From an optimization exercise on the open Yosys and OpenROAD flow, aimed at small area; shortcuts taken in it are not production practice. RTL that was checked went through simulation tests only; none was proved equivalent to the original. The clock port is modelled as an ideal driver; clocking choices that lean on that would not hold on a real chip.

==> inputs of run a <==
==> flow/design.v <==
module clock(input clk, input reset, output clk_1hz, output t2, output sc,
             output bl, output [1:0] pos);
  reg [3:0] b;
  reg [2:0] yl;
  reg [6:0] yh;
  wire [4:0] bn = {1'b0, b} + 5'd1;
  wire       cb = bn[4];
  wire [7:0] hn = {1'b0, yh} + {7'd0, cb};
  wire       ch = hn[7];
  always @(posedge clk) begin
    if (reset) begin
      b  <= 4'd6;
      yl <= 3'd0;
      yh <= 7'd3;
    end
    else begin
      b  <= bn[3:0] | {1'b0, cb, cb, 1'b0};
      yl <= yl + {2'd0, cb};
      yh <= hn[6:0] | {5'd0, ch, ch};
    end
  end
  assign t2      = ch & yl[1] & yl[0];
  assign clk_1hz = t2 & yl[2];
  assign sc      = cb & yl[0];
  assign pos     = yl[2:1];
  assign bl      = (yl[0] ^ yh[0]) & ~(yl[1] ^ yh[1] ^ yh[0]);
endmodule
module counter(input clk, input reset, input pause, input adjust, input select,
               input clk_1hz, input t2, input sc, input bl, input [1:0] pos,
               output [6:0] disNum, output [3:0] select_digit);
  reg [3:0] s1, m1;
  reg [2:0] s10, m10;
  reg       freeze;
  reg [3:0] code;    
  wire s1c  = s1[3] & s1[1];
  wire s10c = s10[2] & s10[1];
  wire m1c  = m1[3] & m1[1];
  wire at_end = s1[3] & s1[0] & s10[2] & s10[0] & m1[3] & m1[0] & m10[2] & m10[0];
  wire inc_s1 = (adjust & select) ? t2 : (clk_1hz & ~freeze & ~at_end);
  wire inc_m1 = (adjust & ~select) ? t2 : s10c;
  always @(posedge clk) begin
    freeze <= adjust | pause;
    if (reset) begin
      s1  <= 0;
      s10 <= 0;
      m1  <= 0;
      m10 <= 0;
    end
    else begin
      s1  <= s1c  ? 4'd0 : s1 + {3'd0, inc_s1};
      s10 <= s10c ? 3'd0 : s10 + {2'd0, s1c};
      m1  <= m1c  ? 4'd0 : m1 + {3'd0, inc_m1};
      if (m1c)
        m10 <= (m10[2] & m10[0]) ? 3'd0 : m10 + 3'd1;
    end
  end
  reg  [3:0] dsel;
  always @(*) begin
    case (pos)
      2'd0: dsel = {1'b0, s10};
      2'd1: dsel = m1;
      2'd2: dsel = {1'b0, m10};
      default: dsel = s1;
    endcase
  end
  wire secs  = ~(pos[1] ^ pos[0]);
  wire blank = adjust & bl & ~(select ^ secs);
  always @(posedge clk) begin
    if (reset)
      code <= 4'hF;
    else if (sc)
      code <= blank ? 4'hF : dsel;
  end
  assign disNum[0] = (code[2] & ~code[1] & ~code[0]) | (code[3] & code[1]) | (~code[3] & ~code[2] & ~code[1] & code[0]);
  assign disNum[1] = ~((~code[1] & ~code[0]) | (~code[2]) | (~code[3] & code[1] & code[0]));
  assign disNum[2] = (~code[2] & code[1] & ~code[0]) | (code[3] & code[1]);
  assign disNum[3] = (code[2] & ~code[1] & ~code[0]) | (code[2] & code[1] & code[0]) | (~code[3] & ~code[2] & ~code[1] & code[0]);
  assign disNum[4] = (code[0]) | (code[2] & ~code[1]);
  assign disNum[5] = (code[1] & code[0]) | (~code[2] & code[1]) | (~code[3] & ~code[2] & code[0]);
  assign disNum[6] = (code[2] & code[1] & code[0]) | (~code[3] & ~code[2] & ~code[1]);
  assign select_digit = ~(4'b0001 << pos);
endmodule
module top_module(
    input pause,
    input reset,
    input select,
    input adjust,
    input clk,
    output [6:0] disNum,
    output [3:0] select_digit,
    output [5:0] counter_sec,
    output clk_1hz
    );
  wire t2, sc, bl;
  wire [1:0] pos;
  clock clock(.clk(clk), .reset(reset), .clk_1hz(clk_1hz), .t2(t2), .sc(sc),
              .bl(bl), .pos(pos));
  counter counter(.clk(clk), .reset(reset), .pause(pause), .adjust(adjust),
                  .select(select), .clk_1hz(clk_1hz), .t2(t2), .sc(sc), .bl(bl),
                  .pos(pos), .disNum(disNum), .select_digit(select_digit));
  assign counter_sec = 6'd0;
endmodule
==> flow/flow/run.sh <==
#!/bin/bash
# Layout flow: the standard ORFS flow (standard.sh) with
#  - synthesis: the standard flow's script, but abc maps with this folder's abc_area.script,
#    and the half/full-adder extraction is skipped (ADDER_MAP_FILE empty);
#  - port buffers made from sky130_fd_sc_hd__buf_1;
#  - one tie cell shared by the constant outputs;
#  - the clock buffered by clk_tree.tcl (a few clock buffers fed by the clock
#    port, one per compact group of flip-flops) instead of CTS's H-tree; the
#    smallest choice whose estimated clock-pin slew is within CLK_SLEW_LIMIT.
# Each tool's output goes to a log file in this folder.
set -uo pipefail
here=$(pwd)
export FLOWDIR=$here/flow
export RESULTS=$here/orfs/results/sky130hd/top_module/base
{
  echo "proc abc {args} { set i [lsearch -exact \$args -script]; if {\$i >= 0} { lset args [expr {\$i+1}] $FLOWDIR/abc_area.script }; yosys abc {*}\$args }"
  cat synth_recipe.tcl
} > my_synth.tcl
export BUFFER_PORTS_ARGS="-buffer_cell sky130_fd_sc_hd__buf_1"
args=(SYNTH_SCRIPT=$here/my_synth.tcl ADDER_MAP_FILE= SKIP_REPAIR_TIE_FANOUT=1)

bash standard.sh "${args[@]}" place > standard_place.log 2>&1 || exit 1

export CLK_SLEW_LIMIT=0.108
pick=""
for c in "3 clkbuf_4" "1 clkbuf_16" "2 clkbuf_8" "4 clkbuf_4" "3 clkbuf_8"; do
  set -- $c
  s=$(CLK_GROUPS=$1 CLK_BUF=$2 openroad -no_init -exit $FLOWDIR/clk_pick.tcl 2>&1 | tee -a clk_pick.log | sed -n 's/^SLEW //p')
  echo "choice $c: slew $s" >> clk_pick.log
  if [[ -n "$s" ]] && awk -v s="$s" -v l="$CLK_SLEW_LIMIT" 'BEGIN { exit !(s <= l) }'; then pick="$c"; break; fi
done
[[ -z "$pick" ]] && pick="4 clkbuf_8"
echo "picked $pick" >> clk_pick.log
set -- $pick
export CLK_GROUPS=$1 CLK_BUF=$2
export PRE_CTS_TCL=$FLOWDIR/clk_tree.tcl
# CTS leaves nets already driven by a buffer from its list
export CTS_ARGS="-buf_list sky130_fd_sc_hd__$CLK_BUF -root_buf sky130_fd_sc_hd__$CLK_BUF -dont_use_dummy_load"

bash standard.sh "${args[@]}" finish > standard.log 2>&1
==> flow/flow/abc_area.script <==
strash
&get -n
&deepsyn -T 30
&dch -f
&nf -p -R 1000
&put
topo
==> flow/flow/clk_pick.tcl <==
# Estimate, on the placed design, the worst flip-flop clock-pin slew that
# clk_tree.tcl gives with CLK_GROUPS buffers of type CLK_BUF (placement parasitics).
set P $::env(FLOW_HOME)/platforms/sky130hd
set R $::env(RESULTS)
read_lef $P/lef/sky130_fd_sc_hd.tlef
read_lef $P/lef/sky130_fd_sc_hd_merged.lef
read_liberty $P/lib/sky130_fd_sc_hd__tt_025C_1v80.lib
read_db $R/3_place.odb
read_sdc $R/3_place.sdc
source $P/setRC.tcl
source $::env(FLOWDIR)/clk_tree.tcl
set_propagated_clock [all_clocks]
estimate_parasitics -placement
set mx 0
foreach p [get_pins -hierarchical */CLK] {
  foreach s [list [get_property $p slew_max_rise] [get_property $p slew_max_fall]] { if {$s > $mx} { set mx $s } }
}
puts "SLEW $mx"
==> flow/flow/clk_tree.tcl <==
# Clock buffering (sourced before CTS): split the clock sinks into CLK_GROUPS
# compact groups (recursive median cuts on x and y) and drive each group from one
# CLK_BUF clock buffer at its centroid, fed straight from the clock port. CTS
# then finds the clock already buffered and leaves it.
set K $::env(CLK_GROUPS)
set cell sky130_fd_sc_hd__$::env(CLK_BUF)
set block [ord::get_db_block]
set sinks {}
foreach it [[$block findNet clk] getITerms] {
  set bb [[$it getInst] getBBox]
  lappend sinks [list [expr {([$bb xMin] + [$bb xMax]) / 2}] [expr {([$bb yMin] + [$bb yMax]) / 2}] [[$it getInst] getName] [[$it getMTerm] getName]]
}
proc cut {sinks k} {
  if {$k <= 1} { return [list $sinks] }
  set xs [lsort -integer [lmap s $sinks {lindex $s 0}]]
  set ys [lsort -integer [lmap s $sinks {lindex $s 1}]]
  set idx [expr {([lindex $xs end] - [lindex $xs 0]) >= ([lindex $ys end] - [lindex $ys 0]) ? 0 : 1}]
  set sorted [lsort -integer -index $idx $sinks]
  set k1 [expr {$k / 2}]
  set n1 [expr {int(round(double([llength $sinks]) * $k1 / $k))}]
  return [concat [cut [lrange $sorted 0 [expr {$n1 - 1}]] $k1] [cut [lrange $sorted $n1 end] [expr {$k - $k1}]]]
}
set g 0
foreach grp [cut $sinks $K] {
  set sx 0; set sy 0; set pins {}
  foreach s $grp {
    set sx [expr {$sx + [lindex $s 0]}]; set sy [expr {$sy + [lindex $s 1]}]
    lappend pins [get_pins "[lindex $s 2]/[lindex $s 3]"]
  }
  set m [llength $grp]
  insert_buffer -buffer_cell $cell -net clk -load_pins $pins -buffer_name clkbuf_g$g -net_name clk_g$g \
    -location [list [expr {$sx / $m / 1000.0}] [expr {$sy / $m / 1000.0}]]
  incr g
}
==> flow/standard.sh <==
#!/bin/bash
# synth_recipe.tcl (not shown) runs the flow's synth.tcl, then flattens the netlist and writes it again
# the make line also repeats each setting of config.mk as NAME=value (left out here)
make -C /OpenROAD-flow-scripts/flow DESIGN_CONFIG=/design/flow/config.mk WORK_HOME=/design/flow/orfs CLKGATE_MAP_FILE= SYNTH_SCRIPT=/design/flow/synth_recipe.tcl "${@:-finish}"
==> flow/config.mk <==
export PLATFORM = sky130hd
export DESIGN_NAME = top_module
export DESIGN_NICKNAME = top_module
export VERILOG_FILES = /design/flow/design.v
export SDC_FILE = /design/flow/constraint.sdc
export NUM_CORES = 4
export LEC_CHECK = 0
export ABC_AREA = 1
export CAP_MARGIN = 20
export CORE_MARGIN = 2
export CORE_UTILIZATION = 40
export SLEW_MARGIN = 20
==> flow/constraint.sdc <==
create_clock -name core_clock -period 10.0 [get_ports {clk}]
set_input_delay 2.0000 -clock core_clock [delete_from_list [all_inputs] [get_ports {clk}]]
set_output_delay 2.0000 -clock core_clock [all_outputs]
set_load 0.01 [all_outputs]
==> run b: changes against run a <==
--- a/flow/design.v
+++ b/flow/design.v
@@ -37,7 +37,7 @@
   wire m1c  = m1[3] & m1[1];
+  wire inc_s1 = (adjust & select) ? t2 : (clk_1hz & ~freeze);
+  wire inc_m1 = (adjust & ~select) ? t2 : s10c;
   wire at_end = s1[3] & s1[0] & s10[2] & s10[0] & m1[3] & m1[0] & m10[2] & m10[0];
-  wire inc_s1 = (adjust & select) ? t2 : (clk_1hz & ~freeze & ~at_end);
-  wire inc_m1 = (adjust & ~select) ? t2 : s10c;
   always @(posedge clk) begin
-    freeze <= adjust | pause;
+    freeze <= adjust | pause | at_end;
     if (reset) begin
--- a/flow/flow/run.sh
+++ b/flow/flow/run.sh
@@ -19,2 +19,3 @@
 export BUFFER_PORTS_ARGS="-buffer_cell sky130_fd_sc_hd__buf_1"
+export CTS_ARGS="-sink_clustering_enable -repair_clock_nets -buf_list sky130_fd_sc_hd__clkbuf_4 -root_buf sky130_fd_sc_hd__clkbuf_4 -dont_use_dummy_load"
 args=(SYNTH_SCRIPT=$here/my_synth.tcl ADDER_MAP_FILE= SKIP_REPAIR_TIE_FANOUT=1)
@@ -36,4 +37,2 @@
 export PRE_CTS_TCL=$FLOWDIR/clk_tree.tcl
-# CTS leaves nets already driven by a buffer from its list
-export CTS_ARGS="-buf_list sky130_fd_sc_hd__$CLK_BUF -root_buf sky130_fd_sc_hd__$CLK_BUF -dont_use_dummy_load"
 
==> run c: changes against run a <==
==> flow/design.v, changed modules only <==
module clock(input clk, input reset, output clk_1hz, output t2, output sc,
             output bl, output [1:0] pos);
  reg [3:0] b;
  reg [2:0] yl;
  reg [6:0] yh;
  wire       fb = ~((b[3] & ~b[0]) | (~b[3] & b[1] & b[0]));
  wire       cb = b[3] & ~b[2] & ~b[0];       
  wire [7:0] hn = {1'b0, yh} + {7'd0, cb};
  wire       ch = hn[7];
  always @(posedge clk) begin
    if (reset) begin
      b  <= 4'd0;
      yl <= 3'd0;
      yh <= 7'd3;
    end
    else begin
      b  <= {b[2:0], fb};
      yl <= yl + {2'd0, cb};
      yh <= hn[6:0] | {5'd0, ch, ch};
    end
  end
  assign t2      = ch & yl[1] & yl[0];
  assign clk_1hz = t2 & yl[2];
  assign sc      = cb & yl[0];
  assign pos     = yl[2:1];
  assign bl      = (yl[0] ^ yh[0]) & ~(yl[1] ^ yh[1] ^ yh[0]);
endmodule
--- a/flow/flow/run.sh
+++ b/flow/flow/run.sh
@@ -2,3 +2,4 @@
 # Layout flow: the standard ORFS flow (standard.sh) with
-#  - synthesis: the standard flow's script, but abc maps with this folder's abc_area.script,
+#  - synthesis: the standard flow's script, but abc maps with each of this folder's
+#    abc_*.script files and keeps the smallest mapping (abc_pick.tcl),
 #    and the half/full-adder extraction is skipped (ADDER_MAP_FILE empty);
@@ -15,3 +16,3 @@
 {
-  echo "proc abc {args} { set i [lsearch -exact \$args -script]; if {\$i >= 0} { lset args [expr {\$i+1}] $FLOWDIR/abc_area.script }; yosys abc {*}\$args }"
+  cat $FLOWDIR/abc_pick.tcl
   cat synth_recipe.tcl
==> flow/flow/abc_ds1.script (new file) <==
strash
&get -n
&deepsyn -T 30 -S 1
&dch -f
&nf -p -R 1000
&put
topo
==> flow/flow/abc_ds2.script (new file) <==
strash
&get -n
&deepsyn -T 30 -S 2
&dch -f
&nf -p -R 1000
&put
topo
==> flow/flow/abc_ds3.script (new file) <==
strash
&get -n
&deepsyn -T 30 -S 3
&dch -f
&nf -p -R 1000
&put
topo
==> flow/flow/abc_ds4.script (new file) <==
strash
&get -n
&deepsyn -T 30 -S 4
&dch -f
&nf -p -R 1000
&put
topo
==> flow/flow/abc_nf.script (new file) <==
strash
&get -n
&st
&dch -f
&nf -p -R 1000
&put
strash
&get -n
&dch -f
&nf -p -R 1000
&put
topo
==> flow/flow/abc_pick.tcl (new file) <==
# Sourced before the standard flow's synthesis script: abc maps the design once with each of
# this folder's abc_*.script files and keeps the mapping with the smallest area.
proc abc {args} {
  set si [lsearch -exact $args -script]
  set lib [lindex $args [expr {[lsearch -exact $args -liberty] + 1}]]
  design -save abc_pre
  set best_area 1e18
  foreach s [lsort [glob $::env(FLOWDIR)/abc_*.script]] {
    design -load abc_pre
    lset args [expr {$si + 1}] $s
    yosys abc {*}$args
    set st [tee -q -s result.string stat -liberty $lib]
    if {![regexp {Chip area for module '[^']*': ([0-9.]+)} $st -> a]} { continue }
    puts "abc with [file tail $s]: area $a"
    if {$a < $best_area} {
      set best_area $a
      design -save abc_best
    }
  }
  design -load abc_best
  puts "abc kept area $best_area"
}
removed: flow/flow/abc_area.script
==> results.py <==
metrics = {
    "status": {
        "status": "timing/DRC/antenna clean",
    },
    "power_and_ir_drop": {
        "power.switching_uw": 37.9,
        "powerClk_uw": 50.6,
        "seq_cell_power_uw": 134,
        "clock_power_share": 0.264,
    },
    "setup_path": {
        "critPathArrivalTime_ps": 2340,
        "path_depth": 8,
    },
    "timing": {
        "worstMarginPinSlew_ps": 894,
    },
    "clock_network": {
        "clkTransAtPathRegs_ps": 100,
    },
    "grt": {
        "grt_util_all_layers": 0.142,
    },
    "layout": {
        "finalNonFillerCells": 222,
    },
}
That was run c.
==> results.py <==
metrics = {
    "power_and_ir_drop": {
        "power.switching_uw": 64.9,
        "clock_power_share": 0.397,
        "seq_cell_power_uw": 140,
        "powerClk_uw": 105,
    },
    "layout": {
        "finalNonFillerCells": 238,
    },
    "grt": {
        "grt_util_all_layers": 0.160,
    },
    "setup_path": {
        "path_depth": 9,
        "critPathArrivalTime_ps": 2860,
    },
    "status": {
        "status": "timing/DRC/antenna clean",
    },
    "clock_network": {
        "clkTransAtPathRegs_ps": 90,
    },
}
That was run b.
==> results.py <==
metrics = {
    "grt": {
        "grt_util_all_layers": 0.141,
    },
    "layout": {
        "fillCellCount": 369,
        "fin_area_mm2": 0.00152,
        "finalNonFillerCells": 230,
    },
    "setup_path": {
        "path_depth": 9,
        "critPathArrivalTime_ps": 2480,
    },
    "power_and_ir_drop": {
        "powerClk_uw": 51.0,
        "seq_cell_power_uw": 139,
        "clock_power_share": 0.243,
    },
    "drt": {
        "drc": 0,
    },
    "floorplan": {
        "dieArea_mm2": 0.00404,
    },
    "status": {
        "status": "timing/DRC/antenna clean",
    },
}
That was run a.
Only the layout flow was run in run b; the RTL was not checked for function there.

==> port drivers added, routing unchanged <==
The flow's constraints put no driver on any port. The routed layouts listed below were extracted and timed again, unchanged, in two steps.
Step 1: set_driving_cell puts a clkbuf_16 on clk and a buf_2 on each other input, an assumption about the parent block.
Step 2 times the ports against the registers' clock, not the clock port: input delays grow and output delays shrink by t, the midpoint of the rising clock arrivals with the driver on.
a / b / c = ideal / step 1 / step 2; a / b = the first two.
| run | t (ns) | slack for setup (ns) | clock arrival spread, ns | worst data-port slew with drivers (ns) |
|---|---|---|---|---|
| run a | 0.186 | 5.517 / 5.485 / 5.671 | 0.010 / 0.011 | 0.03 |
| run b | 0.649 | 5.140 / 5.119 / 5.768 | 0.025 / 0.025 | 0.03 |
| run c | 0.184 | 5.657 / 5.626 / 5.811 | 0.007 / 0.007 | 0.03 |
After both steps setup and hold are still met in every run listed.
